Background: an optimization exercise with open tools, aiming at small area and a short achievable clock period. Do not read the settings as production practice. Only simulation tests tie the RTL to the original design; equivalence was not proved.

==> inputs of zinc <==
Design cordic_advanced, start of the top module:
module cordic_advanced #(
    parameter DATA_WIDTH = 18,
    parameter ANGLE_WIDTH = 32,
    parameter ITERATIONS = 18,
    parameter PIPELINE_STAGES = 18
)(
    input  wire                         clk,
    input  wire                         rst_n,
    input  wire                         enable,
    input  wire signed [DATA_WIDTH-1:0] x_in,
    input  wire signed [DATA_WIDTH-1:0] y_in,
    input  wire signed [ANGLE_WIDTH-1:0] z_in,
    input  wire                         data_valid_in,
    output wire                         data_ready_out,
    output wire signed [DATA_WIDTH:0]   x_out,
    output wire signed [DATA_WIDTH:0]   y_out,
    output wire signed [ANGLE_WIDTH-1:0] z_out,
    output wire                         data_valid_out,
    input  wire                         data_ready_in,
    output wire                         overflow,
    output wire [15:0]                  iterations_count,
    output wire [31:0]                  throughput_counter
);
    assign data_ready_out = enable;
    wire accept = enable & data_valid_in;
    wire [18:0] xe = {x_in[17], x_in};
    wire [18:0] ye = {y_in[17], y_in};
    wire [18:0] nxe = -xe;
    wire [18:0] nye = -ye;
    wire q1 = z_in[31], q0 = z_in[30];
    wire [18:0] xa = (q1 == q0) ? xe : nxe;
    wire [18:0] xb = q1 ? ye : nye;
    wire [18:0] ya = q1 ? nxe : xe;
    wire [18:0] yb = (q1 == q0) ? ye : nye;
    wire n1;
    g_nand2 u_n1 (.a(xa[0]), .b(xb[0]), .y(n1));
    wire n2;
    g_nor2 u_n2 (.a(xa[0]), .b(xb[0]), .y(n2));
    wire n3;
    g_xor2 u_n3 (.a(xa[0]), .b(xb[0]), .y(n3));
    wire n4;
    g_nand2 u_n4 (.a(xa[1]), .b(xb[1]), .y(n4));
    wire n5;
    g_nor2 u_n5 (.a(xa[1]), .b(xb[1]), .y(n5));
    wire n6;
    g_xor2 u_n6 (.a(xa[1]), .b(xb[1]), .y(n6));
    wire n7;
    g_nand2 u_n7 (.a(xa[2]), .b(xb[2]), .y(n7));
    wire n8;
    g_nor2 u_n8 (.a(xa[2]), .b(xb[2]), .y(n8));
    wire n9;
    g_xor2 u_n9 (.a(xa[2]), .b(xb[2]), .y(n9));
    wire n10;
    g_nand2 u_n10 (.a(xa[3]), .b(xb[3]), .y(n10));
    wire n11;
    g_nor2 u_n11 (.a(xa[3]), .b(xb[3]), .y(n11));
    wire n12;
    g_xor2 u_n12 (.a(xa[3]), .b(xb[3]), .y(n12));
    wire n13;
    g_nand2 u_n13 (.a(xa[4]), .b(xb[4]), .y(n13));
    wire n14;
    g_nor2 u_n14 (.a(xa[4]), .b(xb[4]), .y(n14));
  ...
clock: 4.5 ns
lec_check: 0
cap_margin: 20
core_margin: 2
core_utilization: 40
cts_cluster_diameter: 100
cts_cluster_size: 30
slew_margin: 20
synth_hierarchical: 1
run.sh (not shown) runs the stock make flow with config.mk's settings and CLKGATE_MAP_FILE= SYNTH_SCRIPT=/design/flow/synth_recipe.tcl, a recipe that flattens the netlist after the stock synthesis.
==> lagoon: changes against zinc <==
GPL_TIMING_DRIVEN = 0   (was unset)
==> run notes <==
Against lagoon, the fmax of zinc is larger by about 2%.
Between zinc and lagoon, the lower clock skew is in lagoon (gap 0.0058 ns).
zinc produced a clean layout. lagoon finished with timing, DRC and antenna clean.
Of lagoon and zinc, zinc has the higher hold slack (gap 0.17 ns).
In lagoon the sequential share of layout area is lower than in zinc, by 0.51 points.
In lagoon the core utilization is higher than in zinc, by 0.99 points.
Of zinc and lagoon, lagoon has the higher design area (gap 2.0%, measured against lagoon).


==> garnet <==
cordic_advanced again, from the RTL that the note above started with.
export LEC_CHECK = 0
export CAP_MARGIN = 20
export CORE_MARGIN = 2
export CORE_UTILIZATION = 40
export CTS_CLUSTER_DIAMETER = 100
export CTS_CLUSTER_SIZE = 30
export SETUP_SLACK_MARGIN = 0.3
export SLEW_MARGIN = 20
export SYNTH_HIERARCHICAL = 1
create_clock -name core_clock -period 4.5 [get_ports {clk}]
==> inputs of quartz, as changes to garnet <==
Settings changed: SETUP_SLACK_MARGIN 0.3 to 0.7.
==> qor summary <==
metric                                                                         quartz                   garnet
Met2 wirelength from detailed routing                                        76190 um                 74860 um
Average routed wire per standard cell                                        13.73 um                 14.34 um
Critical Path RT                                                              4.90 ns                  4.88 ns
Most frequent cell on the critical path                                         buf_4                  a21oi_2
Destination of the worst register-to-register timing path                    yq11[11]                  yq7[14]
Global routing met1 resource utilization                                       0.1900                   0.2274
Multi-input gate area                                                       42990 um2                41360 um2
Final hold slack                                                            0.1983 ns                0.1932 ns
Post-CTS repair timing setup buffer count                                         190                      158
Final instance area                                                         75090 um2                72610 um2
Transition time at the pin with the least slew margin                        1.330 ns                 1.111 ns
Data buffer area share                                                         0.1020                  0.09083
Non-clock buffer total of the final layout                                        891                      780
Worst setup skew after layout                                              0.06489 ns               0.04772 ns
Number of global-route vias before repair                                       48180                    47140
Fmax                                                                        233.7 MHz                236.0 MHz
Multi-input logic portion of the cell area                                     0.5725                   0.5696
Maximum number of pins on one net before global-route repair                      107                      165
Largest fanout on the critical path                                                 5                       13
Fraction of standard cell area that is sequential                              0.2389                   0.2470
Min Tclk post-route                                                          4.279 ns                 4.237 ns
Result of the run                                             complete, no violations  complete, no violations
Fraction of layout instances using a drive strength above 1                    0.2198                   0.1848
CP endpoint                                                                  yq11[11]                  yq7[14]

## separate check: timing with driven ports
No port has a modelled driver above. Below, the same layouts with a new extraction and two added sets of constraints.
Step 1: set_driving_cell puts a clkbuf_16 on clk and a buf_2 on each other input, an assumption about the parent block.
Step 2 times the ports against the registers' clock, not the clock port: input delays grow and output delays shrink by t, the midpoint of the rising clock arrivals with the driver on.
a / b / c = ideal / step 1 / step 2; a / b = the first two.
| run | shift t [ns] | setup WS [ns] | worst hold slack (ns) | cell pins on the clock port's net |
|---|---|---|---|---|
| zinc | 0.712 | 0.179 / 0.139 / -0.346 | 0.261 / 0.202 / 0.479 | 1 |
| lagoon | 0.708 | 0.089 / 0.089 / -0.511 | 0.096 / 0.043 / 0.495 | 1 |
| garnet | 0.715 | 0.263 / 0.221 / -0.391 | 0.193 / 0.137 / 0.475 | 1 |
| quartz | 0.699 | 0.221 / 0.221 / -0.331 | 0.198 / 0.154 / 0.472 | 1 |
With both steps, setup timing fails in every run listed, where it was met with ideal ports. The setup slack of garnet, which loses most, moves by -0.042 ns with the drivers and by -0.654 ns with both steps.
